This design comes from an exercise in tuning for small area on the open sky130 flow, not from production work. Function was checked by simulation only, so behaviour that the tests miss may differ from the original. Power is estimated from default activity; no workload was simulated.

`flow/run.sh`:
```
#!/bin/bash
# synth_recipe.tcl (not shown) runs the flow's synth.tcl, then flattens the netlist and writes it again
# the make line also repeats each setting of config.mk as NAME=value (left out here)
make -C /OpenROAD-flow-scripts/flow DESIGN_CONFIG=/design/flow/config.mk WORK_HOME=/design/flow/orfs CLKGATE_MAP_FILE= SYNTH_SCRIPT=/design/flow/synth_recipe.tcl finish
```
`flow/config.mk`:
```
export PLATFORM = sky130hd
export DESIGN_NAME = KF6845
export DESIGN_NICKNAME = KF6845
export VERILOG_FILES = /design/flow/design.v
export SDC_FILE = /design/flow/constraint.sdc
export NUM_CORES = 4
export LEC_CHECK = 0
export ABC_AREA = 1
export CAP_MARGIN = 20
export CORE_MARGIN = 2
export CORE_UTILIZATION = 60
export CTS_BUF_LIST = sky130_fd_sc_hd__clkbuf_4
export CTS_CLUSTER_DIAMETER = 40
export CTS_CLUSTER_SIZE = 10
export PLACE_DENSITY = 0.7
export SLEW_MARGIN = 20
```
`flow/constraint.sdc`:
```
create_clock -name core_clock -period 5.0 [get_ports {clock}]
set_input_delay 1.0000 -clock core_clock [delete_from_list [all_inputs] [get_ports {clock}]]
set_output_delay 1.0000 -clock core_clock [all_outputs]
set_load 0.01 [all_outputs]
```
`flow/design.v`:
```
module KF6845 (
    input   logic           clock,
    input   logic           video_clock_enable,
    input   logic           reset,
    input   logic           CS_N,
    input   logic           RS,
    input   logic           ENABLE,
    input   logic           R_OR_W,
    input   logic   [7:0]   D_IN,
    output  logic   [7:0]   D_OUT,
    input   logic           LPSTB,
    output  logic           CURSOR,
    output  logic           HSYNC,
    output  logic           VSYNC,
    output  logic   [4:0]   RA,
    output  logic   [13:0]  MA,
    output  logic           DE
);
    logic   [1:0]   bus_state;
    logic           write_pending;
    logic           write_pending_rs;
    logic   [7:0]   bus_data;
    always_ff @(posedge clock, posedge reset) begin
        if (reset) begin
            bus_state       <= 2'b00;
            write_pending   <= 1'b0;
        end
        else begin
            bus_state[1]    <= ENABLE & ~CS_N & ~R_OR_W;
            bus_state[0]    <= ENABLE & ~CS_N & RS;
            write_pending   <= bus_state[1] & ~ENABLE;
        end
    end
    always_ff @(posedge clock) begin
        write_pending_rs    <= bus_state[0];
        if (ENABLE)
            bus_data        <= D_IN;
    end
    wire    read_cycle      = ~bus_state[1] & bus_state[0];
    logic           vce;
    always_ff @(posedge clock, posedge reset) begin
        if (reset)
            vce             <= 1'b0;
        else
            vce             <= video_clock_enable;
    end
    logic   [4:0]   address;
    always_ff @(posedge clock, posedge reset) begin
        if (reset)
            address         <= 5'h00;
        else if (write_pending & ~write_pending_rs)
            address         <= bus_data[4:0];
    end
    wire    write_register  = write_pending & write_pending_rs;
    wire    wr_h_total      = write_register & (address == 5'h00);
    wire    wr_h_disp       = write_register & (address == 5'h01);
    wire    wr_h_sync_pos   = write_register & (address == 5'h02);
    wire    wr_h_sync_width = write_register & (address == 5'h03);
    wire    wr_v_total      = write_register & (address == 5'h04);
    wire    wr_v_adjust     = write_register & (address == 5'h05);
    wire    wr_v_disp       = write_register & (address == 5'h06);
    wire    wr_v_sync_pos   = write_register & (address == 5'h07);
    wire    wr_interlace    = write_register & (address == 5'h08);
    wire    wr_max_scan     = write_register & (address == 5'h09);
    wire    wr_cursor_start = write_register & (address == 5'h0A);
    wire    wr_cursor_end   = write_register & (address == 5'h0B);
    wire    wr_start_h      = write_register & (address == 5'h0C);
    wire    wr_start_l      = write_register & (address == 5'h0D);
    wire    wr_cursor_h     = write_register & (address == 5'h0E);
    wire    wr_cursor_l     = write_register & (address == 5'h0F);
    logic   [7:0]   horizontal_total;
    logic   [7:0]   horizontal_displayed;
    logic   [7:0]   horizontal_sync_position;
    logic   [3:0]   horizontal_sync_width;
    logic   [6:0]   vertical_total;
    logic   [4:0]   vertical_total_adjust;
    logic   [6:0]   vertical_displayed;
    logic   [6:0]   vertical_sync_position;
    logic   [1:0]   interlace_mode;
    logic   [4:0]   maximum_scan_line;
    logic   [1:0]   blink_config;
    logic   [4:0]   cursor_start;
    logic   [4:0]   cursor_end;
    logic   [13:0]  start_address;
    logic   [13:0]  cursor_address;
    always_ff @(posedge clock, posedge reset) begin
        if (reset) begin
            horizontal_total            <= 8'h00;
            horizontal_displayed        <= 8'h00;
            horizontal_sync_position    <= 8'h00;
            horizontal_sync_width       <= 4'h0;
            vertical_total              <= 7'h00;
            vertical_total_adjust       <= 5'h00;
            vertical_displayed          <= 7'h00;
            vertical_sync_position      <= 7'h3F;
            interlace_mode              <= 2'b00;
            maximum_scan_line           <= 5'h00;
            blink_config                <= 2'h1;
            cursor_start                <= 5'h00;
            cursor_end                  <= 5'h00;
            start_address               <= 14'h0000;
            cursor_address              <= 14'h0000;
        end
        else begin
            if (wr_h_total)         horizontal_total            <= bus_data;
            if (wr_h_disp)          horizontal_displayed        <= bus_data;
            if (wr_h_sync_pos)      horizontal_sync_position    <= bus_data;
            if (wr_h_sync_width)    horizontal_sync_width       <= bus_data[3:0];
            if (wr_v_total)         vertical_total              <= bus_data[6:0];
            if (wr_v_adjust)        vertical_total_adjust       <= bus_data[4:0];
            if (wr_v_disp)          vertical_displayed          <= bus_data[6:0];
            if (wr_v_sync_pos)      vertical_sync_position      <= bus_data[6:0];
            if (wr_interlace)       interlace_mode              <= bus_data[1:0];
            if (wr_max_scan)        maximum_scan_line           <= bus_data[4:0];
            if (wr_cursor_start) begin
                blink_config        <= bus_data[6:5];
                cursor_start        <= bus_data[4:0];
            end
            if (wr_cursor_end)      cursor_end                  <= bus_data[4:0];
            if (wr_start_h)         start_address[13:8]         <= bus_data[5:0];
            if (wr_start_l)         start_address[7:0]          <= bus_data;
            if (wr_cursor_h)        cursor_address[13:8]        <= bus_data[5:0];
            if (wr_cursor_l)        cursor_address[7:0]         <= bus_data;
        end
    end
    logic   [7:0]   horizontal_counter;
    logic   [3:0]   horizontal_sync_width_counter;
    logic           reset_horizontal_sync_width;
    logic           Horizontal;
    logic           Horizontal_Half;
    logic           Horizontal_End;
    logic           H_Display;
    wire    [7:0]   next_horizontal_counter = Horizontal ? 8'h00 : horizontal_counter + 8'h01;
    wire    [3:0]   next_horizontal_sync_width_counter =
                        reset_horizontal_sync_width ? 4'h0 :
                        HSYNC ? horizontal_sync_width_counter + 4'h1 : horizontal_sync_width_counter;
    wire            wire_reset_horizontal_sync_width = (next_horizontal_sync_width_counter == horizontal_sync_width);
    wire            wire_Horizontal         = (next_horizontal_counter == horizontal_total);
    wire            wire_Horizontal_Half    = (next_horizontal_counter == {1'b0, horizontal_total[7:1]});
    wire            wire_Horizontal_End     = (next_horizontal_counter == horizontal_displayed);
    wire            wire_HSYNC_start        = (next_horizontal_counter == horizontal_sync_position);
    always_ff @(posedge clock, posedge reset) begin
        if (reset) begin
            horizontal_counter              <= 8'hFF;
            horizontal_sync_width_counter   <= 4'h0;
            reset_horizontal_sync_width     <= 1'b0;
            Horizontal                      <= 1'b0;
            Horizontal_Half                 <= 1'b0;
            Horizontal_End                  <= 1'b0;
            H_Display                       <= 1'b0;
            HSYNC                           <= 1'b0;
        end
        else if (vce) begin
            horizontal_counter              <= next_horizontal_counter;
            horizontal_sync_width_counter   <= next_horizontal_sync_width_counter;
            reset_horizontal_sync_width     <= wire_reset_horizontal_sync_width;
            Horizontal                      <= wire_Horizontal;
            Horizontal_Half                 <= wire_Horizontal_Half;
            Horizontal_End                  <= wire_Horizontal_End;
            if (wire_Horizontal_End)
                H_Display                   <= 1'b0;
            else if (wire_Horizontal)
                H_Display                   <= 1'b1;
            if (wire_reset_horizontal_sync_width)
                HSYNC                       <= 1'b0;
            else if (wire_HSYNC_start)
                HSYNC                       <= 1'b1;
        end
    end
    logic   [4:0]   scan_line_counter;
    logic   [6:0]   character_row_counter;
    logic           interlace_video;
    logic           odd_or_even;
    logic           Vadjust;
    logic           V_Display;
    logic   [3:0]   Vsync_counter;
    logic           Vsync_odd;
    logic           Vsync_even;
    logic           V_total;
    wire            line_end        = vce & Horizontal;
    wire    [4:0]   next_scan_line  = scan_line_counter + 5'h01;
    wire            Scanline_End    = line_end & (scan_line_counter == maximum_scan_line);
    always_comb begin
        if (odd_or_even)
            if (~|vertical_total_adjust)
                V_total = (character_row_counter == vertical_total);
            else
                V_total = Vadjust & (next_scan_line == vertical_total_adjust);
        else
            V_total = (Vadjust & (scan_line_counter == vertical_total_adjust));
        V_total = line_end & V_total;
    end
    wire    [6:0]   next_character_row_counter =
                        V_total ? 7'h00 : Scanline_End ? character_row_counter + 7'h01 : character_row_counter;
    always_ff @(posedge clock, posedge reset) begin
        if (reset) begin
            scan_line_counter       <= 5'h00;
            character_row_counter   <= 7'h00;
            interlace_video         <= 1'b0;
            odd_or_even             <= 1'b1;
            Vadjust                 <= 1'b0;
            V_Display               <= 1'b0;
            RA                      <= 5'h00;
            Vsync_odd               <= 1'b0;
            Vsync_even              <= 1'b0;
        end
        else begin
            if (line_end)
                scan_line_counter   <= (V_total | Scanline_End) ? 5'h00 : next_scan_line;
            character_row_counter   <= next_character_row_counter;
            if (V_total) begin
                interlace_video     <= &interlace_mode;
                odd_or_even         <= ~interlace_mode[0] | ~odd_or_even;
            end
            if (V_total)
                Vadjust             <= 1'b0;
            else if (Scanline_End && (character_row_counter == vertical_total))
                Vadjust             <= 1'b1;
            if (next_character_row_counter == vertical_displayed)
                V_Display           <= 1'b0;
            else if (V_total)
                V_Display           <= 1'b1;
            if (V_total | Scanline_End)
                RA                  <= {4'h0, interlace_video & odd_or_even};
            else if (line_end)
                RA                  <= RA + {3'h0, interlace_video, ~interlace_video};
            if (line_end) begin
                if (Scanline_End && (next_character_row_counter == vertical_sync_position))
                    Vsync_odd       <= 1'b1;
                else if (&Vsync_counter)
                    Vsync_odd       <= 1'b0;
            end
            if (vce & Horizontal_Half)
                Vsync_even          <= Vsync_odd;
        end
    end
    always_ff @(posedge clock) begin
        if (line_end)
            Vsync_counter   <= (Scanline_End && (next_character_row_counter == vertical_sync_position)) ? 4'h0 : Vsync_counter + 4'h1;
    end
    assign  VSYNC   = odd_or_even ? Vsync_odd : Vsync_even;
    assign  DE      = H_Display & V_Display;
    logic   [13:0]  retrace_ma;
    logic   [13:0]  next_line_ma;
    wire    [13:0]  increment_ma = MA + 14'h1;
    wire    [13:0]  next_retrace_ma = V_total ? start_address : Scanline_End ? next_line_ma : retrace_ma;
    always_ff @(posedge clock, posedge reset) begin
        if (reset) begin
            retrace_ma      <= 14'h0;
            next_line_ma    <= 14'h0;
            MA              <= 14'h0;
        end
        else if (vce) begin
            retrace_ma      <= next_retrace_ma;
            MA              <= Horizontal ? next_retrace_ma : increment_ma;
            if (Horizontal_End)
                next_line_ma <= increment_ma;
        end
    end
    logic   [4:0]   field_rate_counter;
    logic           cursor_on;
    always_ff @(posedge clock, posedge reset) begin
        if (reset) begin
            field_rate_counter      <= 5'h0;
            cursor_on               <= 1'b0;
        end
        else begin
            if (V_total)
                field_rate_counter  <= field_rate_counter + 5'h1;
            case (blink_config)
                2'b00:  cursor_on   <= 1'b1;
                2'b01:  cursor_on   <= 1'b0;
                2'b10:  if (V_total & ~|field_rate_counter[3:0]) cursor_on <= ~cursor_on;
                2'b11:  if (V_total & ~|field_rate_counter[4:0]) cursor_on <= ~cursor_on;
            endcase
        end
    end
    assign  CURSOR  = (cursor_address == MA) & (cursor_start <= RA) & (RA <= cursor_end) & cursor_on;
    logic           prev_lpstb;
    logic   [13:0]  light_pen;
    always_ff @(posedge clock, posedge reset) begin
        if (reset) begin
            prev_lpstb      <= 1'b1;
            light_pen       <= 14'h0;
        end
        else if (video_clock_enable) begin
            prev_lpstb      <= LPSTB;
            if (LPSTB & ~prev_lpstb)
                light_pen   <= MA;
        end
    end
    always_comb begin
        if (read_cycle && (address == 5'h0E))
            D_OUT   = {2'b00, cursor_address[13:8]};
        else if (read_cycle && (address == 5'h0F))
            D_OUT   = cursor_address[7:0];
        else if (read_cycle && (address == 5'h10))
            D_OUT   = {2'b00, light_pen[13:8]};
        else if (read_cycle && (address == 5'h11))
            D_OUT   = light_pen[7:0];
        else
            D_OUT   = 8'hFF;
    end
endmodule
```
==> summary.txt, run 1 <==
Placed design
  • Worst slack at placement: 1.40 ns
  • IO Port Bufs: 46
  • Hpwl dp: 17,800 um
  • Final RePlAce weighted congestion: 0.910
  • DP Area: 0.0116 mm^2
  • Placed insts: 1,517

Routing
  • Met2 wire length: 11,900 um
  • Highest Signal Layer: met4
  • Vias post-DR: 8,717
  • Final WL: 26,400 um
  • Post-route ant nets: 0
  • # DRC: 0
  • Router iterations before antenna repair: 6
  • Met3 wire length: 1620 um
  • Vias/cell: 5.51
  • Starting DRT DRC Count: 648
  • Routed WL per cell: 16.7 um
  • DRT met1 WL: 12,000 um

Synth
  • Synthesized Nets: 1,314
  • Post-synth top area cell: dfrtp_1
  • Post-synth EDFFs: 12
  • Synth Flop Type: dfrtp_1
  • #FFs+latches synth: 227
  • Synth async-reset ratio: 94.3%
  • Top-area cell type share of the netlist area: 45.0%
  • Synthesized area: 0.0110 mm^2
  • Post-Synthesis Cells: 1,277
  • Mean Syn Cell Area: 8.58 um^2
  • Top post-synthesis cells by area: dfrtp_1 45%, nand2_1 11%, o21ai_0 9.0%, inv_1 4.9%, dfstp_2 4.1%
  • Yosys Warn Count: 1
  • Sequential-to-total area share from yosys stat: 52.5%
  • Cell variety after synth: 47

Timing
  • Slew @ Worst Pin: 0.920 ns
  • Shortest period the worst path allows: 3.92 ns
  • Fin. Hold Viols: 0
  • Fin Setup TNS: 0 ns
  • Setup Skew: 0.0378 ns
  • Fmax: 0.255 GHz
  • RSZ-0062 raised after global routing: no
  • Worst Hold Slack: 0.434 ns
  • Final setup margin: 1.08 ns
  • Slew Viols, Final: 0
  • Endpoints failing setup: 0
  • Worst relative slew slack: 38.7%
  • Tcrit/Tclk final: 78.5%

Final layout
  • Final core utilization: 67.6%
  • Post-Layout Cell Count: 1,581
  • Layout Nets: 1,362
  • Area Growth Syn to Fin: 10.7%
  • Reg area: 0.00576 mm^2
  • Fraction of layout cells with a size suffix above 1: 7.40%
  • Final Instance Area: 0.0121 mm^2
  • Commonest non-fill, non-tap cell in the layout: nand2_1
  • Multi-input gate area: 0.00447 mm^2
  • Commonest cells after routing, fill and taps aside: 322 x nand2_1, 197 x dfrtp_1, 197 x o21ai_0
  • Fill cell count: 1,540

Pwr
  • Internal power: 3.50 mW
  • Pleak: 5.62 nW
  • NetSw: 1.90 mW
  • Worst VDD drop: 288 uV
  • Final Power: 5.40 mW
  • Sw Ratio: 35.2%
  • Clk pwr share: 26.4%
  • Power Dens Cells: 445 mW/mm^2
  • Comb power frac: 27.2%
  • Sequential share of power: 46.4%

Clock network
  • Post-CTS Setup Inserts: 0
  • Clock Latency Late Sink: 0.64 ns
  • Clock tree buffer depth: 3
  • Post_cts resized: 0
  • CTS tree: yes
  • Clk root buf: clkbuf_4
  • CTS Sinks: 227
  • Clk pin slew, worst setup/hold paths: 0.11 ns
  • Hold Buf Count CTS: 0
  • Total number of H-tree levels: 2
  • CTS Buf Count: 35

Floorplanning
  • Ports: 47
  • Core ar.: 0.0180 mm^2
  • Die Span X: 139 um
  • Die area: 0.0194 mm^2
  • Row Count: 49
  • Starting Density: 61.0%
  • DIE HEIGHT: 139 um

Setup path
  • CP max stage delay: 0.50 ns
  • Max FO, Critical Path: 6
  • Slowest stage cell, crit path: clkdlybuf4s50_1
  • Worst path cell trace: nor2_1 -> nand2_1 -> nor3_1 -> inv_1 -> o22ai_1 -> o22ai_1 -> clkdlybuf4s50_1
  • CP arrival: 2.92 ns
  • Required @ worst endpoint: 4.00 ns
  • Worst Setup End Kind: output pin
  • CP most frequent cell: o22ai_1
  • Critical path class: reg -> out
  • Worst Setup Start Kind: flip-flop

GRT
  • Number of global-route vias before repair: 8,313
  • Largest net degree at the start of global routing: 170
  • Initial antenna violation count: 1
  • GR Overflow Total: 0
  • First-pass GRT wire length: 43,500 um
  • Total global-route track usage: 28.2%

Flow run
  • MaxCap Viol Count: 0

Worst hold path
  • Worst Hold Class: reg -> reg

Outcome
  • Status: no timing/DRC/antenna violations
[power groups by stage]
stage | Clock (mW) | Combinational (mW) | Sequential, mW
6_report | 1.42 | 1.47 | 2.51
5_1_grt | 1.53 | 1.66 | 2.55
4_1_cts | 1.46 | 1.47 | 2.50
3_5_place_dp | 0 | 1.46 | 2.53
3_3_place_gp | 0 | 1.44 | 2.53
2_1_floorplan | 0 | 0.998 | 2.46
[state kept, by name, indices dropped and copies added, names as in the netlist, 14 cells and up]
signal,flops
MA,14
cursor_address,14
light_pen,14
next_line_ma,14
retrace_ma,14
start_address,14
[path summary, 6_finish.rpt]
check / start / end / cells past startpoint / slack [ns]
max in group asynchronous: reset / HSYNC$_DFFE_PP0P_ / 3 / 3.33
min: bus_state[0]$_DFF_PP0_ / write_pending_rs$_DFF_P_ / 0 / 0.43
min in group asynchronous: reset / light_pen[8]$_DFFE_PP0P_ / 3 / 0.91
min reg2reg: bus_state[0]$_DFF_PP0_ / write_pending_rs$_DFF_P_ / 0 / 0.43
max: address[0]$_DFFE_PP0P_ / D_OUT[5] / 7 / 1.08
max reg2reg: vce$_DFF_PP0_ / Vsync_counter[0]$_SDFFCE_PP0P_ / 15 / 1.37
[synthesized netlist by cell type, types with 11 or more instances]
cell type,instances
a21oi_1,18
nand2_1,322
ha_1,20
dfrtp_1,197
nor2_1,73
o21ai_1,13
nand3_1,54
xor2_1,42
xnor2_1,25
clkbuf_1,27
o22ai_1,14
o21ai_0,197
dfstp_2,17
edfxtp_1,12
nand4_1,18
inv_1,142
nor3_1,11
[worst max-delay path: cells and delay by family (launching register included)]
| family | cells | cell delay [ns] |
|---|---|---|
| buffers and inverters | 2 | 0.75 |
| and+or+nand+nor | 3 | 0.75 |
| DFF | 1 | 0.44 |
| AOI/OAI and AO/OA | 2 | 0.37 |
[final cells by class]
cell class / count / area share (%)
inverters: 147 / 4.59
clock buffers: 42 / 2.60
diodes: 1 / 0.0206
well taps: 229 / 2.36
clock inverters: 21 / 2.11
repair buffers: 49 / 4.08
flip-flops and latches: 227 / 47.4
multi-input cells: 865 / 36.8
[cell families (layout without fill, tap and decap cells)]
kind of cell / after synthesis / count (layout) / synth area share (%)
buf+inv: 185 / 259 / 6.73
compound gates: 273 / 273 / 13.5
xor+xnor: 67 / 67 / 5.35
simple gates: 503 / 503 / 19.3
other cells: 0 / 1 / 0
mux: 1 / 1 / 0.103
fa+ha+maj: 21 / 21 / 2.47
flops: 227 / 227 / 52.5
[routing by layer]
metal  global-route usage (%)  vias to the layer above
met3                     4.35                       67
met5                        0                        -
met2                     44.2                      272
met4                     10.4                        0
li1                         -                     4286
met1                     40.2                     4092
==> run 2: changes to the inputs <==
--- a/flow/config.mk
+++ b/flow/config.mk
@@ -10,7 +10,7 @@
 export CORE_MARGIN = 2
 export CORE_UTILIZATION = 60
-export CTS_BUF_LIST = sky130_fd_sc_hd__clkbuf_4
-export CTS_CLUSTER_DIAMETER = 40
-export CTS_CLUSTER_SIZE = 10
+export CTS_BUF_LIST = sky130_fd_sc_hd__clkbuf_8
+export CTS_CLUSTER_DIAMETER = 60
+export CTS_CLUSTER_SIZE = 20
 export PLACE_DENSITY = 0.7
 export SLEW_MARGIN = 20
==> summary.txt, run 2 <==
Synth
  • Most frequent cell after synthesis: nand2_1
  • Top post-synthesis cells by area: dfrtp_1 45%, nand2_1 11%, o21ai_0 9.0%, inv_1 4.9%, dfstp_2 4.1%
  • Yosys Warn Count: 1
  • Post-synthesis simple-gate area fraction: 19.3%
  • Adder-cell share of the synthesized area: 2.47%
  • Compound-Gate Fraction of Synth Area: 13.5%
  • Xor and xnor area share after synthesis: 5.35%
  • Post-Synthesis Cells: 1,277
  • Synth Flop Type: dfrtp_1
  • Top-area cell type share of the netlist area: 45.0%
  • Synthesized Nets: 1,314
  • Sequential-to-total area share from yosys stat: 52.5%
  • #FFs+latches synth: 227
  • Mean Syn Cell Area: 8.58 um^2
  • Post-synth EDFFs: 12
  • Synthesized area: 0.0110 mm^2
  • Post-synth top area cell: dfrtp_1
  • Commonest cells in the netlist: 322 x nand2_1, 197 x dfrtp_1, 197 x o21ai_0
  • Combinational family with the most area after synthesis: simple AND/OR/NAND/NOR gates
  • Mux contribution to synthesized area: 0.103%
  • Synth async-reset ratio: 94.3%
  • Cell variety after synth: 47

Clock network
  • Hold Buf Count CTS: 0
  • Clock Latency Late Sink: 0.53 ns
  • Total number of H-tree levels: 1
  • Post_cts resized: 0
  • Clk pin slew, worst setup/hold paths: 0.11 ns
  • Clk root buf: clkbuf_8
  • CTS Buf Count: 18
  • Clock tree buffer depth: 3
  • CTS tree: yes
  • Post-CTS Setup Inserts: 0
  • CTS Sinks: 227

GRT
  • GR Overflow Total: 0
  • Total global-route track usage: 27.5%
  • Number of global-route vias before repair: 8,137
  • Initial antenna violation count: 0
  • First-pass GRT wire length: 42,600 um
  • Largest net degree at the start of global routing: 170

Pwr
  • Power Dens Cells: 426 mW/mm^2
  • Worst VDD drop: 376 uV
  • Pleak: 5.51 nW

Worst hold path
  • Hold_sp: bus_state[0]$_DFF_PP0_
  • Worst Hold Class: reg -> reg
  • Hold Path End: write_pending_rs$_DFF_P_
  • Hold Path Cell Cnt: 0

Setup path
  • Crit path depth: 7
  • CP arrival: 2.80 ns
  • Required @ worst endpoint: 4.00 ns
  • Crit Reg-Reg Endpoint: Vsync_counter[0]$_SDFFCE_PP0P_
  • Max FO, Critical Path: 6
  • R2r setup slk: 1.40 ns
  • Critical path class: reg -> out
  • Slowest stage cell, crit path: clkdlybuf4s50_1
  • Worst path cell trace: nor2_1 -> nand2_1 -> nor3_1 -> inv_1 -> o22ai_1 -> o21ai_0 -> clkdlybuf4s50_1
  • Worst setup path start: address[0]$_DFFE_PP0P_
  • CP Buf/Inv Count: 2
  • Worst Setup End Kind: output pin
  • Worst Setup Start Kind: flip-flop
  • R2r worst-path depth: 15
  • CP max stage delay: 0.48 ns
  • RR Startpoint: vce$_DFF_PP0_
  • Crit-path leading delay family: simple AND/OR/NAND/NOR gates

Routing
  • Post-route ant nets: 0
  • Final WL: 25,900 um
  • Vias/cell: 5.56
  • Vias post-DR: 8,619
  • # DRC: 0
  • Routed WL per cell: 16.7 um
  • Router iterations before antenna repair: 5
  • Starting DRT DRC Count: 640

Timing
  • Slew Viols, Final: 0
  • Tcrit/Tclk final: 76.0%
  • Slew @ Worst Pin: 0.947 ns
  • Fmax: 0.263 GHz
  • Worst relative slew slack: 36.8%
  • Fin. Hold Viols: 0
  • Shortest period the worst path allows: 3.80 ns
  • RSZ-0062 raised after global routing: no
  • Fin Setup TNS: 0 ns
  • Endpoints failing setup: 0
  • Setup Skew: 0.0245 ns

Final layout
  • Area Growth Syn to Fin: 9.08%
  • Final Instance Area: 0.0120 mm^2
  • Fraction of layout cells with a size suffix above 1: 5.53%
  • Layout Nets: 1,345
  • Antenna cell count: 0
  • Fill cell count: 1,567
  • Commonest non-fill, non-tap cell in the layout: nand2_1
  • Commonest cells after routing, fill and taps aside: 322 x nand2_1, 197 x dfrtp_1, 197 x o21ai_0

Floorplanning
  • DIE HEIGHT: 139 um
  • Starting Density: 61.0%
  • Row Count: 49
  • Core ar.: 0.0180 mm^2
  • Die Span X: 139 um
  • Ports: 47
  • Die area: 0.0194 mm^2

Placed design
  • Hpwl dp: 17,800 um
  • DP Area: 0.0116 mm^2
  • IO Port Bufs: 46
  • Final RePlAce weighted congestion: 0.910

Flow run
  • MaxCap Viol Count: 0

Outcome
  • Status: no timing/DRC/antenna violations
==> run 2: worst max-delay path by stage <==
stage,end
CTS,D_OUT[3]
detailed placement,Vsync_counter[0]$_SDFFCE_PP0P_
finish,D_OUT[3]
global route,D_OUT[5]
floorplan,HSYNC$_DFFE_PP0P_
global placement,Vsync_counter[2]$_SDFFCE_PP0P_
==> run 2: area by class of cell <==
type	instances	area [um^2]	share of cell area, %
Sequential cell	227	5760	48.1
Multi-Input combinational cell	865	4470	37.4
Inverter	147	557	4.66
Timing Repair Buffer	49	495	4.14
Tap cell	229	287	2.40
Clock buffer	20	275	2.30
Clock inverter	12	120	1.00
==> run 2: power breakdown <==
part / internal (mW) / leakage [nW] / switching (mW)
Combinational: 0.581 / 2.36 / 0.886
Clock: 0.454 / 0.208 / 0.663
Sequential: 2.19 / 2.95 / 0.312
Total: 3.23 / 5.51 / 1.86
==> run 2: logic make-up after synthesis <==
kind of cell / Yosys count
adders and majority gates: 21
muxes: 1
buffers and inverters: 185
DFF: 227
AOI/OAI and AO/OA: 273
xor gates and xnor gates: 67
and+or+nand+nor: 503
==> run 2: through the flow <==
stage / setup slack, ns / total power [mW] / std cells / util, % / hold WS, ns
after floorplan: 1.23 / 3.45 / 1277 / - / 0.368
after global placement: 1.53 / 3.97 / 1517 / 64.4 / 0.403
after detailed placement: 1.40 / 3.99 / 1517 / 64.4 / 0.406
after CTS: 1.20 / 5.11 / 1549 / 66.6 / 0.433
after global routing: 0.923 / 5.41 / 1549 / 66.6 / 0.452
final: 1.20 / 5.09 / 1549 / 66.6 / 0.434
==> run 2: layer usage <==
layer  up-vias  global-route usage, %  routed length, um
met1      4085                   39.9              11900
met4         0                   8.13                716
met2       257                   43.8              11800
li1       4230                      -                  -
met3        47                   3.80               1520
met5         -                      0                  0
==> run 3: changes to the inputs <==
==> flow/flow/run.sh (new file) <==
#!/bin/bash
# Own layout flow: the standard flow (standard.sh's make command and
# settings), with
#  - synthesis mapping the logic with an area-oriented abc script
#    (flow/abc_area.script, through flow/mysynth.tcl),
#  - the port buffers made of the smallest buffer cell,
#  - clock tree synthesis without dummy loads.
# Each step's full output is in orfs/logs/...; make's output is in make.log.
set -euo pipefail
HERE=$(pwd)
export MY_ABC_SCRIPT=$HERE/flow/abc_area.script
export BUFFER_PORTS_ARGS="-buffer_cell sky130_fd_sc_hd__buf_1"
export CTS_ARGS="-sink_clustering_enable -repair_clock_nets -sink_clustering_size 20 -sink_clustering_max_diameter 60 -buf_list sky130_fd_sc_hd__clkbuf_8 -dont_use_dummy_load"
sed "s#SYNTH_SCRIPT=[^ ]*#SYNTH_SCRIPT=$HERE/flow/mysynth.tcl#" standard.sh > my_standard.sh
grep -q "SYNTH_SCRIPT=$HERE/flow/mysynth.tcl" my_standard.sh
bash my_standard.sh finish > make.log 2>&1
test -f out/final.def
==> flow/flow/abc_area.script (new file) <==
strash
dch -f
amap
topo
==> flow/flow/mysynth.tcl (new file) <==
# The standard synthesis (synth_recipe.tcl), with one change: abc maps the
# combinational logic with the script in MY_ABC_SCRIPT instead of ORFS's.
# Flip-flop mapping, register names, flattening and renaming are unchanged.
proc synth {args} { yosys synth -nofsm -noshare {*}$args }
proc abc {args} {
  set i [lsearch -exact $args -script]
  if { $i >= 0 } { set args [lreplace $args $i [expr {$i+1}] -script $::env(MY_ABC_SCRIPT)] }
  set j [lsearch -exact $args -D]
  if { $j >= 0 } { set args [lreplace $args $j [expr {$j+1}]] }
  yosys abc {*}$args
}
source $::env(SCRIPTS_DIR)/synth.tcl
# left out here: clear keep_hierarchy, flatten, clean up, hide names made inside functions, write 1_2_yosys.v
==> flow/standard.sh (new file) <==
#!/bin/bash
# synth_recipe.tcl (not shown) runs the flow's synth.tcl, then flattens the netlist and writes it again
# the make line also repeats each setting of config.mk as NAME=value (left out here)
make -C /OpenROAD-flow-scripts/flow DESIGN_CONFIG=/design/flow/config.mk WORK_HOME=/design/flow/orfs CLKGATE_MAP_FILE= SYNTH_SCRIPT=/design/flow/synth_recipe.tcl "${@:-finish}"
--- a/flow/config.mk
+++ b/flow/config.mk
@@ -10,7 +10,5 @@
 export CORE_MARGIN = 2
 export CORE_UTILIZATION = 60
-export CTS_BUF_LIST = sky130_fd_sc_hd__clkbuf_8
-export CTS_CLUSTER_DIAMETER = 60
-export CTS_CLUSTER_SIZE = 20
+export GPL_TIMING_DRIVEN = 0
 export PLACE_DENSITY = 0.7
 export SLEW_MARGIN = 20
removed: flow/run.sh
==> summary.txt, run 3 <==
Outcome
  • Status: no timing/DRC/antenna violations

Final layout
  • Antenna cell count: 0
  • Commonest non-fill, non-tap cell in the layout: dfrtp_1
  • Fill cell count: 1,418
  • Fraction of layout cells with a size suffix above 1: 5.37%
  • Commonest cells after routing, fill and taps aside: 195 x dfrtp_1, 163 x nor2_1, 131 x clkinv_1
  • Layout Nets: 1,175
  • Area Growth Syn to Fin: 9.00%
  • Post-Layout Cell Count: 1,361

Synth
  • Synthesized Nets: 1,099
  • Synth async-reset ratio: 94.3%
  • Cell variety after synth: 44
  • #FFs+latches synth: 227
  • Synthesized area: 0.0103 mm^2
  • Synth Flop Type: dfrtp_1
  • Most frequent cell after synthesis: dfrtp_1
  • Commonest cells in the netlist: 197 x dfrtp_1, 166 x nor2_1, 136 x clkinv_1
  • Post-synth top area cell: dfrtp_1
  • Yosys Warn Count: 1
  • Post-synth EDFFs: 12
  • Sequential-to-total area share from yosys stat: 55.7%
  • Top post-synthesis cells by area: dfrtp_1 48%, o22a_1 6.8%, nor2_1 6.0%, a21oi_1 5.1%, clkinv_1 4.9%
  • Mean Syn Cell Area: 9.74 um^2
  • Top-area cell type share of the netlist area: 47.7%
  • Post-Synthesis Cells: 1,062

Clock network
  • CTS tree: yes
  • CTS Buf Count: 17
  • Clk pin slew, worst setup/hold paths: 0.11 ns
  • Clk root buf: clkbuf_8
  • Hold Buf Count CTS: 0
  • Total number of H-tree levels: 1
  • Clock Latency Late Sink: 0.53 ns
  • Clock tree buffer depth: 3
  • CTS Sinks: 227

Routing
  • Vias post-DR: 8,316
  • Post-route ant nets: 0
  • Routed WL per cell: 19.0 um
  • Vias/cell: 6.11
  • Router iterations before antenna repair: 5
  • Starting DRT DRC Count: 551
  • # DRC: 0
  • Final WL: 25,900 um

Pwr
  • Power Dens Cells: 363 mW/mm^2
  • Pleak: 4.74 nW
  • Sequential share of power: 56.3%
  • Sw Ratio: 32.7%
  • NetSw: 1.33 mW
  • Comb power frac: 22.4%
  • Worst VDD drop: 363 uV
  • Final Power: 4.09 mW
  • Clk pwr share: 21.3%
  • Internal power: 2.75 mW

Timing
  • Slew Viols, Final: 0
  • Setup Skew: 0.0460 ns
  • RSZ-0062 raised after global routing: no
  • Fin. Hold Viols: 0
  • Fmax: 0.216 GHz
  • Shortest period the worst path allows: 4.63 ns
  • Endpoints failing setup: 0
  • Worst relative slew slack: 29.5%
  • Tcrit/Tclk final: 92.6%
  • Slew @ Worst Pin: 1.06 ns

Setup path
  • Worst Setup Start Kind: flip-flop
  • Required @ worst endpoint: 5.41 ns
  • Worst Setup End Kind: flip-flop
  • Max FO, Critical Path: 27
  • Critical path class: reg -> reg
  • CP arrival: 5.04 ns

Placed design
  • IO Port Bufs: 46
  • Final RePlAce weighted congestion: 0.822
  • Placed insts: 1,336
  • Hpwl dp: 17,000 um

Floorplanning
  • Die area: 0.0183 mm^2
  • Row Count: 48
  • Core ar.: 0.0171 mm^2
  • Starting Density: 60.6%
  • DIE HEIGHT: 135 um
  • Die Span X: 135 um
  • Ports: 47

GRT
  • First-pass GRT wire length: 41,200 um
  • Met3 GRT Util: 4.68%
  • GR Overflow Total: 0
  • M2 GR Usage: 46.9%
  • Largest net degree at the start of global routing: 109
  • Number of global-route vias before repair: 7,833
  • Total global-route track usage: 28.8%
  • Initial antenna violation count: 0
  • Met1 usage: 40.6%
  • Most Crowded Layer GR: met2

Worst hold path
  • Worst Hold Class: reg -> reg

Flow run
  • MaxCap Viol Count: 0
[run 3: changes by cell type in the layout (fill, tap and decap cells not counted), moves of 24 or more]
cell,delta
inv_1,-143
clkinv_1,+130
clkdlybuf4s50_1,-46
o22ai_1,+43
o22a_1,+80
o21ai_0,-163
nor2_1,+90
xor2_1,-38
nand2_1,-247
xnor2_1,-24
a21oi_1,+87
buf_1,+46
nand3_1,-43
[run 3: path summary, 6_finish.rpt]
kind,startpoint,end,slack [ns],depth (start not counted)
max,vce$_DFF_PP0_,Vsync_odd$_DFFE_PP0P_,0.37,17
min,bus_state[0]$_DFF_PP0_,write_pending_rs$_DFF_P_,0.38,0
max reg2reg,vce$_DFF_PP0_,Vsync_odd$_DFFE_PP0P_,0.37,17
min reg2reg,bus_state[0]$_DFF_PP0_,write_pending_rs$_DFF_P_,0.38,0
max in group asynchronous,reset,light_pen[7]$_DFFE_PP0P_,3.50,3
min in group asynchronous,reset,vertical_displayed[2]$_DFFE_PP0P_,0.56,2
[run 3: final cells by class]
class | instances | area [um^2] | area share, %
inverters | 136 | 538 | 4.77
well taps | 225 | 282 | 2.50
clock buffers | 17 | 234 | 2.08
flip-flops and latches | 227 | 5760 | 51.1
repair buffers | 56 | 307 | 2.72
multi-input cells | 700 | 4150 | 36.8
[run 3: cells by family (layout without fill, tap and decap cells)]
| family | Yosys count | after routing | synth area share [%] |
|---|---|---|---|
| buf+inv | 136 | 209 | 4.94 |
| simple gates | 307 | 308 | 12.5 |
| compound gates | 366 | 366 | 23.9 |
| flops | 227 | 227 | 55.7 |
| fa+ha+maj | 21 | 21 | 2.61 |
| xor+xnor | 5 | 5 | 0.423 |
[run 3: through the flow]
stage | setup slack, ns | hold WS (ns) | setup TNS, ns | utilization (%) | area [um^2]
6_report | 0.371 | 0.377 | 0 | 66.1 | 11300
5_1_grt | 0.00651 | 0.401 | 0 | 66.1 | 11300
2_1_floorplan | 0.0436 | 0.347 | 0 | - | 10400
4_1_cts | 0.00653 | 0.377 | 0 | 65.6 | 11200
3_5_place_dp | -2.57 | 0.352 | -39.91 | 63.8 | 10900
3_3_place_gp | -2.57 | 0.352 | -72.39 | 63.4 | 10800
[run 3: power groups by stage]
stage,clock [mW],sequential (mW),combinational (mW)
final,0.869,2.30,0.917
after floorplan,0,2.28,0.665
after detailed placement,0,2.33,0.897
after CTS,0.889,2.30,0.912
after global routing,0.953,2.33,1.03
after global placement,0,2.33,0.872
[run 3: critical path, stage by stage, from the launching register on]
cell and delay (ns):
dfrtp_4 0.60, clkinv_4 0.29, nor2_4 0.23, clkinvlp_4 0.27, a2111oi_4 0.42, nand4_1 0.19, buf_4 0.20, clkinv_2 0.24
nand2_1 0.15, nor4_1 0.38, nor2_1 0.10, a211oi_2 0.33, a21oi_1 0.13, a2111o_1 0.33, nor3_4 0.33, a31oi_1 0.07
o21ai_0 0.17, nand2b_1 0.08
[run 3: what timing repair did]
item,in CTS,in global routing
gates cloned,1,0
gates resized for setup,10,5
pin swaps,2,0
endpoints found under the setup margin,53,5
buffers inserted,5,1
[run 3: layer usage]
metal,up-vias,wire length [um],share of wire (%)
met5,-,0,0
met4,0,595,2.3
met3,47,1660,6.4
met2,254,12100,47
met1,3979,11600,45
li1,4036,-,-
==> run 4: changes to the inputs <==
==> flow/flow/abc_area.script (replaced) <==
strash
dc2
dch -f
amap
strash
dc2
dch -f
amap
topo
--- a/flow/config.mk
+++ b/flow/config.mk
@@ -10,5 +10,4 @@
 export CORE_MARGIN = 2
 export CORE_UTILIZATION = 60
-export GPL_TIMING_DRIVEN = 0
 export PLACE_DENSITY = 0.7
 export SLEW_MARGIN = 20
==> summary.txt, run 4 <==
Outcome
  • Status: no timing/DRC/antenna violations

Setup path
  • CP max stage delay: 0.45 ns
  • CP Buf/Inv Count: 6
  • Crit-path leading delay family: compound AO/OA/AOI/OAI gates
  • Critical path class: reg -> reg
  • Slowest stage cell, crit path: a2111oi_0
  • Max FO, Critical Path: 21
  • Worst path cell trace: clkinv_1 -> nor2_4 -> o21ai_0 -> a221oi_1 -> nand3_1 -> buf_4 -> clkinv_1 -> buf_4 -> nand4_1 -> a211oi_1 -> clkinv_1 -> a2111oi_0 -> o221ai_1 -> or3_1 -> a2111oi_1 -> buf_4 -> a211oi_1
  • Worst Setup End Kind: flip-flop
  • CP arrival: 4.76 ns
  • Worst Setup Start Kind: flip-flop
  • Required @ worst endpoint: 5.23 ns

Final layout
  • Layout Nets: 1,168
  • Area Growth Syn to Fin: 8.02%
  • Final Instance Area: 0.0110 mm^2
  • Commonest non-fill, non-tap cell in the layout: dfrtp_1
  • Antenna cell count: 0
  • Commonest cells after routing, fill and taps aside: 197 x dfrtp_1, 194 x clkinv_1, 161 x o22ai_1
  • Fraction of layout cells with a size suffix above 1: 4.43%

Floorplanning
  • Row Count: 47
  • Core ar.: 0.0166 mm^2
  • Starting Density: 61.4%
  • Die Span X: 134 um
  • Die area: 0.0180 mm^2
  • DIE HEIGHT: 134 um
  • Ports: 47

Synth
  • Compound-Gate Fraction of Synth Area: 23.8%
  • Post-synth top area cell: dfrtp_1
  • Post-synth EDFFs: 12
  • Synthesized Nets: 1,090
  • Sequential-to-total area share from yosys stat: 56.5%
  • Top-area cell type share of the netlist area: 48.4%
  • Cell variety after synth: 42
  • Combinational family with the most area after synthesis: compound AO/OA/AOI/OAI gates
  • #FFs+latches synth: 227
  • Yosys Warn Count: 1
  • Top post-synthesis cells by area: dfrtp_1 48%, o22ai_1 9.9%, clkinv_1 7.2%, dfstp_2 4.4%, edfxtp_1 3.5%
  • Post-synthesis simple-gate area fraction: 9.68%
  • Synthesized area: 0.0102 mm^2
  • Post-Synthesis Cells: 1,053
  • Commonest cells in the netlist: 197 x dfrtp_1, 196 x clkinv_1, 161 x o22ai_1
  • Mean Syn Cell Area: 9.67 um^2
  • Mux contribution to synthesized area: 0%
  • Adder-cell share of the synthesized area: 2.65%
  • Synth Flop Type: dfrtp_1
  • Xor and xnor area share after synthesis: 0.0860%
  • Synth async-reset ratio: 94.3%
  • Most frequent cell after synthesis: dfrtp_1

Pwr
  • Power Dens Cells: 376 mW/mm^2
  • Worst VDD drop: 279 uV
  • Pleak: 4.45 nW

Clock network
  • Total number of H-tree levels: 1
  • CTS Buf Count: 17
  • Clock tree buffer depth: 3
  • Clock Latency Late Sink: 0.52 ns
  • Hold Buf Count CTS: 0
  • Clk root buf: clkbuf_8
  • Clk pin slew, worst setup/hold paths: 0.12 ns
  • Post_cts resized: 0
  • CTS tree: yes
  • CTS Sinks: 227
  • Post-CTS Setup Inserts: 0

Flow run
  • MaxCap Viol Count: 0

Routing
  • # DRC: 0
  • Final WL: 25,800 um
  • Starting DRT DRC Count: 685
  • Routed WL per cell: 19.1 um
  • Vias/cell: 6.14
  • Vias post-DR: 8,284
  • Router iterations before antenna repair: 7
  • Post-route ant nets: 0

GRT
  • First-pass GRT wire length: 42,200 um
  • GR Overflow Total: 0
  • Initial antenna violation count: 0
  • Largest net degree at the start of global routing: 145
  • Number of global-route vias before repair: 7,974
  • Total global-route track usage: 29.7%

Timing
  • Final setup margin: 0.467 ns
  • Shortest period the worst path allows: 4.53 ns
  • Slew @ Worst Pin: 0.899 ns
  • Worst relative slew slack: 39.7%
  • Fin. Hold Viols: 0
  • RSZ-0062 raised after global routing: no
  • Tcrit/Tclk final: 90.7%
  • Endpoints failing setup: 0
  • Setup Skew: 0.0475 ns
  • Slew Viols, Final: 0
  • Fmax: 0.221 GHz

Placed design
  • Hpwl dp: 18,100 um
  • DP Area: 0.0107 mm^2
  • Worst slack at placement: 0.582 ns
  • IO Port Bufs: 46
  • Final RePlAce weighted congestion: 0.936

Worst hold path
  • Worst Hold Class: reg -> reg
## run 4: cell types whose count changed after synthesis, sizes merged, moves of 8 or more
| cell | before | now |
|---|---|---|
| nand2 | 75 | 85 |
| a221oi | 3 | 11 |
| o21ai | 34 | 65 |
| a21oi | 105 | 44 |
| o22ai | 57 | 161 |
| nor2 | 166 | 90 |
| o221ai | 7 | 25 |
| o22a | 80 | 1 |
| a31oi | 16 | 1 |
| clkinv | 136 | 196 |
## run 4: report_power, final
| group | switching (mW) | leakage (nW) | internal, mW |
|---|---|---|---|
| combinational | 0.656 | 1.36 | 0.361 |
| sequential | 0.183 | 2.97 | 2.07 |
| clock | 0.557 | 0.122 | 0.308 |
| total | 1.40 | 4.45 | 2.74 |
## run 4: layout make-up
type	instances	area (um^2)
sequential	227	5760
timing repair buffer	59	290
tap	220	275
clock buffer	17	234
fill	1406	5580
multi-input combinational	630	3700
inverter	196	744
## run 4: per-layer routing
metal	GRT usage, %	wire (um)	vias to the layer above	part of all wire, %
met3	4.50	1550	38	6.0
met1	43.3	11600	4000	45
met2	46.9	11900	259	46
li1	-	-	3987	-
met5	0	0	-	0
met4	8.60	695	0	2.7
## run 4: logic make-up after synthesis
group                      Yosys count
adders and majority gates           21
xor gates and xnor gates             1
DFF                                227
AOI/OAI and AO/OA                  376
and+or+nand+nor                    232
buffers and inverters              196
## run 4: worst paths after layout
path	depth (start not counted)	endpoint	slack [ns]	startpoint
worst min register to register	0	write_pending_rs$_DFF_P_	0.39	bus_state[0]$_DFF_PP0_
max in group asynchronous	3	cursor_start[4]$_DFFE_PP0P_	3.67	reset
min in group asynchronous	2	V_Display$_DFFE_PP0P_	0.47	reset
worst max-delay path	17	Vsync_counter[2]$_SDFFCE_PP0P_	0.47	Horizontal$_DFFE_PP0P_
worst min-delay path	0	write_pending_rs$_DFF_P_	0.39	bus_state[0]$_DFF_PP0_
worst max register to register	17	Vsync_counter[2]$_SDFFCE_PP0P_	0.47	Horizontal$_DFFE_PP0P_
## run 4: through the flow
| step | power, mW | TNS (ns) | utilization, % | hold WS [ns] | cells |
|---|---|---|---|---|---|
| after floorplan | 2.95 | -0.608 | - | 0.347 | 1053 |
| after global placement | 3.26 | 0 | 64.8 | 0.355 | 1331 |
| after detailed placement | 3.29 | 0 | 64.8 | 0.360 | 1331 |
| after CTS | 4.15 | 0 | 66.2 | 0.386 | 1348 |
| after global routing | 4.38 | 0 | 66.3 | 0.407 | 1349 |
| final | 4.14 | 0 | 66.3 | 0.385 | 1349 |
## run 4: worst reg2reg max path: stages, from the launching register on
cell	delay (ns)
dfrtp_1	0.42
clkinv_1	0.33
nor2_4	0.23
o21ai_0	0.11
a221oi_1	0.25
nand3_1	0.12
buf_4	0.22
clkinv_1	0.06
buf_4	0.26
nand4_1	0.16
a211oi_1	0.38
clkinv_1	0.20
a2111oi_0	0.45
o221ai_1	0.18
or3_1	0.34
a2111oi_1	0.29
buf_4	0.20
a211oi_1	0.04
==> run 5: changes to the inputs <==
==> flow/flow/abc_area.script (replaced) <==
strash
dch -f
amap
topo
==> summary.txt, run 5 <==
Clock network
  • Clk pin slew, worst setup/hold paths: 0.12 ns
  • CTS Buf Count: 16
  • Clock Latency Late Sink: 0.52 ns
  • Clock tree buffer depth: 3
  • Clk root buf: clkbuf_8
  • Total number of H-tree levels: 1
  • CTS Sinks: 227
  • CTS tree: yes
  • Hold Buf Count CTS: 0

Routing
  • Routed WL per cell: 18.8 um
  • Final WL: 25,600 um
  • Starting DRT DRC Count: 627
  • Vias/cell: 6.15
  • Router iterations before antenna repair: 4
  • Vias post-DR: 8,390
  • Post-route ant nets: 0
  • # DRC: 0

Final layout
  • Fill cell count: 1,463
  • Commonest cells after routing, fill and taps aside: 196 x dfrtp_1, 165 x nor2_1, 134 x clkinv_1
  • Reg area: 0.00576 mm^2
  • Fraction of layout cells with a size suffix above 1: 4.91%
  • Layout Nets: 1,179
  • Area Growth Syn to Fin: 8.05%
  • Multi-input gate area: 0.00410 mm^2
  • Commonest non-fill, non-tap cell in the layout: dfrtp_1
  • Antenna cell count: 0

Setup path
  • Worst Setup End Kind: flip-flop
  • CP max stage delay: 0.52 ns
  • Worst path cell trace: clkinv_1 -> nor2_4 -> clkinv_1 -> a2111oi_0 -> nand4_1 -> clkinv_1 -> nand2_1 -> nor4_1 -> nor2_1 -> a211oi_2 -> a21oi_1 -> a2111o_1 -> nor3_2 -> a31oi_1 -> o21ai_0 -> nand2b_1
  • Worst setup path start: Horizontal$_DFFE_PP0P_
  • Required @ worst endpoint: 5.39 ns
  • R2r setup slk: 0.50 ns
  • CP most frequent cell: clkinv_1
  • RR Startpoint: Horizontal$_DFFE_PP0P_
  • CP arrival: 4.89 ns
  • Slowest stage cell, crit path: a2111oi_0
  • Setup crit end: Vsync_odd$_DFFE_PP0P_
  • Crit Reg-Reg Endpoint: Vsync_odd$_DFFE_PP0P_
  • Crit-path leading delay family: simple AND/OR/NAND/NOR gates
  • Max FO, Critical Path: 15
  • Critical path class: reg -> reg
  • Crit path depth: 16
  • CP Buf/Inv Count: 3
  • R2r worst-path depth: 16
  • Worst Setup Start Kind: flip-flop

Pwr
  • Power Dens Cells: 362 mW/mm^2
  • Worst VDD drop: 257 uV
  • Pleak: 4.74 nW

Synth
  • Top-area cell type share of the netlist area: 47.7%
  • Post-synth top area cell: dfrtp_1
  • Synth Flop Type: dfrtp_1
  • Sequential-to-total area share from yosys stat: 55.7%
  • Post-synth EDFFs: 12
  • Cell variety after synth: 44
  • Synth async-reset ratio: 94.3%
  • Mean Syn Cell Area: 9.74 um^2
  • Synthesized Nets: 1,099
  • Post-Synthesis Cells: 1,062
  • Top post-synthesis cells by area: dfrtp_1 48%, o22a_1 6.8%, nor2_1 6.0%, a21oi_1 5.1%, clkinv_1 4.9%
  • #FFs+latches synth: 227
  • Yosys Warn Count: 1
  • Synthesized area: 0.0103 mm^2
  • Most frequent cell after synthesis: dfrtp_1
  • Commonest cells in the netlist: 197 x dfrtp_1, 166 x nor2_1, 136 x clkinv_1

Timing
  • Worst Hold Slack: 0.396 ns
  • Endpoints failing setup: 0
  • Slew @ Worst Pin: 1.06 ns
  • Slew Viols, Final: 0
  • Fin. Hold Viols: 0
  • Tcrit/Tclk final: 90.0%
  • Fmax: 0.222 GHz
  • Fin Setup TNS: 0 ns
  • RSZ-0062 raised after global routing: no
  • Setup Skew: 0.0443 ns
  • Worst relative slew slack: 29.0%
  • Shortest period the worst path allows: 4.50 ns

Placed design
  • Final RePlAce weighted congestion: 0.921
  • IO Port Bufs: 46
  • Hpwl dp: 17,600 um

GRT
  • First-pass GRT wire length: 41,200 um
  • Largest net degree at the start of global routing: 150
  • Initial antenna violation count: 1
  • GR Overflow Total: 0
  • Total global-route track usage: 28.5%
  • Number of global-route vias before repair: 7,733

Worst hold path
  • Worst Hold Class: reg -> reg

Outcome
  • Status: no timing/DRC/antenna violations

Floorplanning
  • Row Count: 48
  • DIE HEIGHT: 135 um
  • Core ar.: 0.0171 mm^2
  • Die area: 0.0183 mm^2
  • Die Span X: 135 um
  • Starting Density: 60.6%
  • Ports: 47

Flow run
  • MaxCap Viol Count: 0
run 5: changes by cell type after synthesis, moves of 7 or more:
cell / before / now
nand2_1: 85 / 75
o22a_1: 1 / 80
clkinv_1: 196 / 136
a21oi_1: 44 / 105
o21ai_0: 65 / 34
o22ai_1: 161 / 57
o221ai_1: 25 / 7
nor2_1: 90 / 166
a31oi_1: 1 / 16
nor4_1: 4 / 11
a221oi_1: 11 / 3
run 5: worst min-delay path by stage:
stage / startpoint / slack, ns / cells past startpoint / end
2_1_floorplan: bus_state[0]$_DFF_PP0_ / 0.35 / 0 / write_pending_rs$_DFF_P_
3_3_place_gp: bus_state[0]$_DFF_PP0_ / 0.36 / 0 / write_pending_rs$_DFF_P_
3_5_place_dp: bus_state[0]$_DFF_PP0_ / 0.37 / 0 / write_pending_rs$_DFF_P_
4_1_cts: bus_state[0]$_DFF_PP0_ / 0.39 / 0 / write_pending_rs$_DFF_P_
5_1_grt: bus_state[0]$_DFF_PP0_ / 0.42 / 0 / write_pending_rs$_DFF_P_
6_report: bus_state[0]$_DFF_PP0_ / 0.40 / 0 / write_pending_rs$_DFF_P_
run 5: final cells by class:
class                           instances  share of cell area [%]
Inverter                              136                    4.69
Sequential cell                       227                    51.5
Clock buffer                           16                    1.97
Tap cell                              225                    2.52
Multi-Input combinational cell        699                    36.7
Timing Repair Buffer                   62                    2.62
run 5: worst reg2reg max path: stages, from the launching register on:
cell and delay (ns):
dfrtp_1 0.37, clkinv_1 0.12, nor2_4 0.37, clkinv_1 0.40, a2111oi_0 0.52, nand4_1 0.39
clkinv_1 0.14, nand2_1 0.10, nor4_1 0.39, nor2_1 0.10, a211oi_2 0.35, a21oi_1 0.13
a2111o_1 0.31, nor3_2 0.38, a31oi_1 0.06, o21ai_0 0.16, nand2b_1 0.08
run 5: cells by family after synthesis:
logic type | share of synthesized area, %
compound gates | 23.9
simple gates | 12.5
flops | 55.7
buf+inv | 4.94
fa+ha+maj | 2.61
xor+xnor | 0.423
run 5: metrics by stage:
stage	cell area, um^2	total power, mW	cells	utilization [%]	worst slack, ns
floorplan	10400	2.94	1062	-	0.0436
global placement	10900	3.21	1349	64.1	0.697
detailed placement	10900	3.24	1349	64.1	0.423
CTS	11200	4.07	1365	65.4	0.357
global route	11200	4.27	1365	65.5	0.0166
finish	11200	4.05	1365	65.5	0.499
run 5: report_power, final:
part	internal, mW	total [mW]	switching [mW]
Combinational	0.351	0.907	0.556
Clock	0.291	0.841	0.550
Sequential	2.09	2.30	0.207
run 5: routing by layer:
metal	up-vias	track usage [%]	share of wire (%)
met2	229	45.2	46
li1	4055	-	-
met3	46	3.63	5.1
met5	-	0	0.051
met1	4058	42.0	47
met4	2	7.99	2.4
run 5: timing repair:
item | 4_1_cts | 5_1_grt
buffers inserted | 0 | 0
gates resized for setup | 0 | 2
setup endpoints to repair | 0 | 5
==> run 6: changes to the inputs <==
--- a/flow/config.mk
+++ b/flow/config.mk
@@ -9,5 +9,6 @@
 export CAP_MARGIN = 20
 export CORE_MARGIN = 2
-export CORE_UTILIZATION = 60
-export PLACE_DENSITY = 0.7
+export CORE_UTILIZATION = 70
+export GPL_TIMING_DRIVEN = 0
+export PLACE_DENSITY = 0.8
 export SLEW_MARGIN = 20
==> summary.txt, run 6 <==
Outcome
  • Status: no timing/DRC/antenna violations

Routing
  • Vias/cell: 6.49
  • Router iterations before antenna repair: 5
  • Post-route ant nets: 0
  • Final WL: 25,400 um
  • # DRC: 0
  • Vias post-DR: 8,545
  • Routed WL per cell: 19.3 um
  • Starting DRT DRC Count: 807

Clock network
  • Clock Latency Late Sink: 0.53 ns
  • Clk pin slew, worst setup/hold paths: 0.12 ns
  • CTS tree: yes
  • CTS Sinks: 227
  • Total number of H-tree levels: 1
  • Clock tree buffer depth: 3
  • CTS Buf Count: 16
  • Clk root buf: clkbuf_8

Setup path
  • Worst setup path start: vce$_DFF_PP0_
  • Setup crit end: Vsync_odd$_DFFE_PP0P_
  • CP arrival: 5.04 ns
  • Worst Setup End Kind: flip-flop
  • R2r worst-path depth: 17
  • Worst Setup Start Kind: flip-flop
  • RR Startpoint: vce$_DFF_PP0_
  • Max FO, Critical Path: 27
  • R2r setup slk: 0.36 ns
  • Critical path class: reg -> reg
  • Crit Reg-Reg Endpoint: Vsync_odd$_DFFE_PP0P_
  • Required @ worst endpoint: 5.40 ns

Timing
  • Setup Skew: 0.0475 ns
  • Shortest period the worst path allows: 4.64 ns
  • Slew Viols, Final: 0
  • Endpoints failing setup: 0
  • Tcrit/Tclk final: 92.8%
  • RSZ-0062 raised after global routing: no
  • Fmax: 0.216 GHz
  • Fin. Hold Viols: 0
  • Final setup margin: 0.362 ns
  • Worst relative slew slack: 30.6%
  • Worst Hold Slack: 0.379 ns
  • Slew @ Worst Pin: 1.04 ns

Final layout
  • Commonest cells after routing, fill and taps aside: 195 x dfrtp_1, 163 x nor2_1, 131 x clkinv_1
  • Post-Layout Cell Count: 1,317
  • Commonest non-fill, non-tap cell in the layout: dfrtp_1
  • Fraction of layout cells with a size suffix above 1: 5.21%
  • Area Growth Syn to Fin: 7.88%
  • Layout Nets: 1,172
  • Antenna cell count: 0

Synth
  • Synth Flop Type: dfrtp_1
  • Top post-synthesis cells by area: dfrtp_1 48%, o22a_1 6.8%, nor2_1 6.0%, a21oi_1 5.1%, clkinv_1 4.9%
  • Cell variety after synth: 44
  • Post-synth EDFFs: 12
  • Synthesized area: 0.0103 mm^2
  • Synth async-reset ratio: 94.3%
  • Post-Synthesis Cells: 1,062
  • Post-synth top area cell: dfrtp_1
  • Top-area cell type share of the netlist area: 47.7%
  • Yosys Warn Count: 1
  • #FFs+latches synth: 227
  • Sequential-to-total area share from yosys stat: 55.7%
  • Mean Syn Cell Area: 9.74 um^2
  • Most frequent cell after synthesis: dfrtp_1
  • Commonest cells in the netlist: 197 x dfrtp_1, 166 x nor2_1, 136 x clkinv_1
  • Synthesized Nets: 1,099

GRT
  • First-pass GRT wire length: 41,200 um
  • Largest net degree at the start of global routing: 126
  • Initial antenna violation count: 0
  • Number of global-route vias before repair: 8,199
  • GR Overflow Total: 0
  • Total global-route track usage: 32.5%

Placed design
  • Worst slack at placement: -2.55 ns
  • Final RePlAce weighted congestion: 0.949
  • IO Port Bufs: 46
  • Placed insts: 1,295
  • Hpwl dp: 16,500 um

Floorplanning
  • Die Span X: 126 um
  • DIE HEIGHT: 126 um
  • Row Count: 44
  • Core ar.: 0.0145 mm^2
  • Die area: 0.0158 mm^2
  • Starting Density: 71.4%
  • Ports: 47

Pwr
  • Power Dens Cells: 364 mW/mm^2
  • Pleak: 4.71 nW
  • Worst VDD drop: 326 uV
  • Final Power: 4.06 mW

Flow run
  • MaxCap Viol Count: 0

Worst hold path
  • Worst Hold Class: reg -> reg
==> run 6: cell counts after synthesis <==
No cell type changed its count.
==> run 6: through the flow <==
| stage | instance area, um^2 | utilization, % | TNS (ns) |
|---|---|---|---|
| after floorplan | 10400 | - | 0 |
| after global placement | 10800 | 74.3 | -58.93 |
| after detailed placement | 10800 | 74.8 | -37.08 |
| after CTS | 11100 | 76.8 | 0 |
| after global routing | 11200 | 77.1 | 0 |
| final | 11200 | 77.1 | 0 |
==> run 6: layer usage <==
| metal | up-vias | share of wire [%] | global-route usage [%] |
|---|---|---|---|
| li1 | 4027 | - | - |
| met3 | 62 | 7.1 | 5.01 |
| met1 | 4114 | 43 | 47.3 |
| met2 | 342 | 46 | 50.3 |
| met4 | 0 | 3.2 | 12.0 |
| met5 | - | 0 | 0 |
==> run 6: cell families after synthesis <==
logic type      share of synthesized area, %
compound gates                          23.9
simple gates                            12.5
flops                                   55.7
buf+inv                                 4.94
fa+ha+maj                               2.61
xor+xnor                               0.423
==> run 6: how the worst min path moves through the flow <==
stage | start | end | slack, ns | cells past startpoint
after detailed placement | bus_state[0]$_DFF_PP0_ | write_pending_rs$_DFF_P_ | 0.35 | 0
after floorplan | bus_state[0]$_DFF_PP0_ | write_pending_rs$_DFF_P_ | 0.35 | 0
after global routing | bus_state[0]$_DFF_PP0_ | write_pending_rs$_DFF_P_ | 0.41 | 0
final | bus_state[0]$_DFF_PP0_ | write_pending_rs$_DFF_P_ | 0.38 | 0
after global placement | bus_state[0]$_DFF_PP0_ | write_pending_rs$_DFF_P_ | 0.35 | 0
after CTS | bus_state[0]$_DFF_PP0_ | write_pending_rs$_DFF_P_ | 0.38 | 0
==> run 6: timing repair <==
| action | CTS | global route |
|---|---|---|
| pin swaps | 2 | 0 |
| hold buffers | 0 | 0 |
| setup endpoints to repair | 51 | 5 |
| gates resized for setup | 11 | 3 |
| gates cloned | 1 | 0 |
| setup buffers | 4 | 1 |
==> run 6: area by class of cell <==
type	instances	area (um^2)
clock buffers	16	220
well taps	184	230
fillers	1060	3320
flip-flops and latches	227	5760
repair buffers	54	268
inverters	136	538
multi-input cells	700	4140
==> run 6: critical path, stage by stage (launching register included) <==
cell and delay [ns]:
dfrtp_4 0.62, clkinv_4 0.28, nor2_4 0.22, clkinv_2 0.20
a2111oi_2 0.45, nand4_1 0.14, buf_4 0.18, clkinvlp_4 0.30
nand2_1 0.17, nor2_1 0.15, nand2_1 0.11, a211oi_2 0.42
a21oi_1 0.15, a2111o_1 0.38, nor3_2 0.39, a31oi_1 0.07
o21ai_0 0.16, nand2b_1 0.07
==> run 6: power by group <==
group | switching, mW | total [mW] | internal (mW) | leakage, nW
registers | 0.207 | 2.30 | 2.09 | 2.96
clock network | 0.547 | 0.838 | 0.291 | 0.115
logic | 0.570 | 0.922 | 0.352 | 1.64
==> run 7: changes to the inputs <==
--- a/flow/flow/run.sh
+++ b/flow/flow/run.sh
@@ -11,5 +11,5 @@
 export MY_ABC_SCRIPT=$HERE/flow/abc_area.script
 export BUFFER_PORTS_ARGS="-buffer_cell sky130_fd_sc_hd__buf_1"
-export CTS_ARGS="-sink_clustering_enable -repair_clock_nets -sink_clustering_size 20 -sink_clustering_max_diameter 60 -buf_list sky130_fd_sc_hd__clkbuf_8 -dont_use_dummy_load"
+export CTS_ARGS="-sink_clustering_enable -repair_clock_nets -sink_clustering_size 30 -sink_clustering_max_diameter 80 -buf_list sky130_fd_sc_hd__clkbuf_16 -dont_use_dummy_load"
 sed "s#SYNTH_SCRIPT=[^ ]*#SYNTH_SCRIPT=$HERE/flow/mysynth.tcl#" standard.sh > my_standard.sh
 grep -q "SYNTH_SCRIPT=$HERE/flow/mysynth.tcl" my_standard.sh
==> flow/flow/abc_area.script (replaced) <==
strash
dc2
dch -f
amap
strash
dc2
dch -f
amap
topo
--- a/flow/config.mk
+++ b/flow/config.mk
@@ -9,6 +9,5 @@
 export CAP_MARGIN = 20
 export CORE_MARGIN = 2
-export CORE_UTILIZATION = 70
-export GPL_TIMING_DRIVEN = 0
-export PLACE_DENSITY = 0.8
+export CORE_UTILIZATION = 60
+export PLACE_DENSITY = 0.7
 export SLEW_MARGIN = 20
==> summary.txt, run 7 <==
Pwr
  • Power Dens Cells: 388 mW/mm^2
  • Pleak: 4.49 nW
  • Final Power: 4.31 mW
  • Worst VDD drop: 264 uV

Worst hold path
  • Worst Hold Class: reg -> reg
  • Hold Path Cell Cnt: 0

Placed design
  • IO Port Bufs: 46
  • Worst slack at placement: 0.582 ns
  • Final RePlAce weighted congestion: 0.936

Routing
  • Highest Signal Layer: met4
  • Vias post-DR: 8,311
  • Final WL: 25,800 um
  • Starting DRT DRC Count: 740
  • Met3 wire length: 1530 um
  • Routed WL per cell: 19.2 um
  • Vias/cell: 6.18
  • # DRC: 0
  • Met2 wire length: 12,000 um

Synth
  • Synth Flop Type: dfrtp_1
  • Synth async-reset ratio: 94.3%
  • Adder-cell share of the synthesized area: 2.65%
  • Top post-synthesis cells by area: dfrtp_1 48%, o22ai_1 9.9%, clkinv_1 7.2%, dfstp_2 4.4%, edfxtp_1 3.5%
  • Most frequent cell after synthesis: dfrtp_1
  • Mux contribution to synthesized area: 0%
  • Compound-Gate Fraction of Synth Area: 23.8%
  • #FFs+latches synth: 227
  • Post-synth top area cell: dfrtp_1
  • Post-synth EDFFs: 12
  • Post-Synthesis Cells: 1,053
  • Cell variety after synth: 42
  • Synthesized area: 0.0102 mm^2
  • Mean Syn Cell Area: 9.67 um^2
  • Post-synthesis simple-gate area fraction: 9.68%
  • Top-area cell type share of the netlist area: 48.4%
  • Synthesized Nets: 1,090

Clock network
  • Clock Latency Late Sink: 0.48 ns
  • CTS Buf Count: 13
  • Clock tree buffer depth: 3
  • Clk pin slew, worst setup/hold paths: 0.11 ns
  • Post-CTS Setup Inserts: 0
  • CTS Sinks: 227
  • Post_cts resized: 0
  • Clk root buf: clkbuf_16
  • Hold Buf Count CTS: 0

Flow run
  • MaxCap Viol Count: 0

Timing
  • Worst relative slew slack: 39.6%
  • Tcrit/Tclk final: 90.6%
  • Endpoints failing setup: 0
  • Setup Skew: 0.0501 ns
  • Fmax: 0.221 GHz
  • Final setup margin: 0.470 ns
  • Slew Viols, Final: 0

Floorplanning
  • Die area: 0.0180 mm^2
  • Core ar.: 0.0166 mm^2
  • Ports: 47
  • Die Span X: 134 um

GRT
  • Largest net degree at the start of global routing: 145
  • Initial antenna violation count: 0
  • GR Overflow Total: 0
  • Total global-route track usage: 29.8%

Final layout
  • Commonest cells after routing, fill and taps aside: 197 x dfrtp_1, 194 x clkinv_1, 161 x o22ai_1
  • Commonest non-fill, non-tap cell in the layout: dfrtp_1
  • Fill cell count: 1,380
  • Post-Layout Cell Count: 1,345

Setup path
  • Required @ worst endpoint: 5.24 ns
  • Max FO, Critical Path: 21
  • Worst Setup End Kind: flip-flop
  • Critical path class: reg -> reg
  • Setup crit end: Vsync_counter[2]$_SDFFCE_PP0P_
  • CP arrival: 4.77 ns

Outcome
  • Status: no timing/DRC/antenna violations
run 7: changes by cell type after synthesis, moves of 7 or more:
cell      before  now
o22a_1        80    1
nand2_1       75   85
nor4_1        11    4
a31oi_1       16    1
o21ai_0       34   65
o22ai_1       57  161
nor2_1       166   90
clkinv_1     136  196
a221oi_1       3   11
a21oi_1      105   44
o221ai_1       7   25
run 7: worst min-delay path by stage:
stage                                           to              startpoint
final                     write_pending_rs$_DFF_P_  bus_state[0]$_DFF_PP0_
after global routing      write_pending_rs$_DFF_P_  bus_state[0]$_DFF_PP0_
after CTS                 write_pending_rs$_DFF_P_  bus_state[0]$_DFF_PP0_
after detailed placement  write_pending_rs$_DFF_P_  bus_state[0]$_DFF_PP0_
after global placement    write_pending_rs$_DFF_P_  bus_state[0]$_DFF_PP0_
after floorplan           write_pending_rs$_DFF_P_  bus_state[0]$_DFF_PP0_
run 7: worst max-delay path, cell delays in order, from the launching register on:
cell and delay, ns:
dfrtp_1 0.41, clkinv_1 0.33, nor2_4 0.23, o21ai_0 0.11, a221oi_1 0.25, nand3_1 0.12, buf_4 0.22, clkinv_1 0.06
buf_4 0.27, nand4_1 0.16, a211oi_1 0.39, clkinv_1 0.21, a2111oi_0 0.45, o221ai_1 0.18, or3_1 0.35, a2111oi_1 0.30
buf_4 0.21, a211oi_1 0.04
run 7: kinds of logic (layout without fill, tap and decap cells):
kind of cell,count (synthesis),after routing
compound gates,376,376
xor+xnor,1,1
fa+ha+maj,21,21
buf+inv,196,268
flops,227,227
simple gates,232,232
run 7: routing by layer:
layer | vias up | global-route usage (%)
met3 | 34 | 4.23
met5 | - | 0
met1 | 4019 | 43.8
met4 | 0 | 8.07
met2 | 275 | 47.2
li1 | 3983 | -
run 7: layout make-up:
class | count | area [um^2] | share of cell area [%]
clock buffers | 13 | 325 | 2.93
inverters | 196 | 744 | 6.71
multi-input cells | 630 | 3700 | 33.4
flip-flops and latches | 227 | 5760 | 51.9
well taps | 220 | 275 | 2.48
repair buffers | 59 | 290 | 2.62
run 7: through the flow:
stage / utilization (%) / hold slack, ns / TNS [ns] / instance area (um^2)
2_1_floorplan: - / 0.347 / -0.608 / 10200
3_3_place_gp: 64.8 / 0.355 / 0 / 10700
3_5_place_dp: 64.8 / 0.360 / 0 / 10700
4_1_cts: 66.7 / 0.386 / 0 / 11100
5_1_grt: 66.9 / 0.405 / 0 / 11100
6_report: 66.9 / 0.387 / 0 / 11100
run 7: power by group:
part           internal [mW]  switching [mW]
clock network          0.468           0.565
logic                  0.361           0.658
registers               2.07           0.184

[separate check: timing with driven ports]
The results above use ideal ports. As a check the final layouts listed here were re-extracted and re-timed, cells and wires unchanged. Step 1: set_driving_cell puts a clkbuf_16 on clock and a buf_2 on each other input, an assumption about the parent block. Step 2 also shifts input and output timing later by t, the mid clock arrival at the registers, as if the neighbouring blocks saw the same clock. Three values: ideal, step 1, step 2; two values: the first two.
run	t (ns)	slack for setup (ns)	pins driven straight from the clock port
run 1	0.659	1.075 / 1.034 / 1.366	1
run 2	0.559	1.199 / 1.159 / 1.399	1
run 3	0.545	0.371 / 0.371 / 0.371	1
run 4	0.539	0.467 / 0.467 / 0.467	1
run 5	0.538	0.499 / 0.499 / 0.499	1
run 6	0.544	0.362 / 0.362 / 0.362	1
run 7	0.504	0.470 / 0.470 / 0.470	1
After both steps every run listed still meets setup and hold.
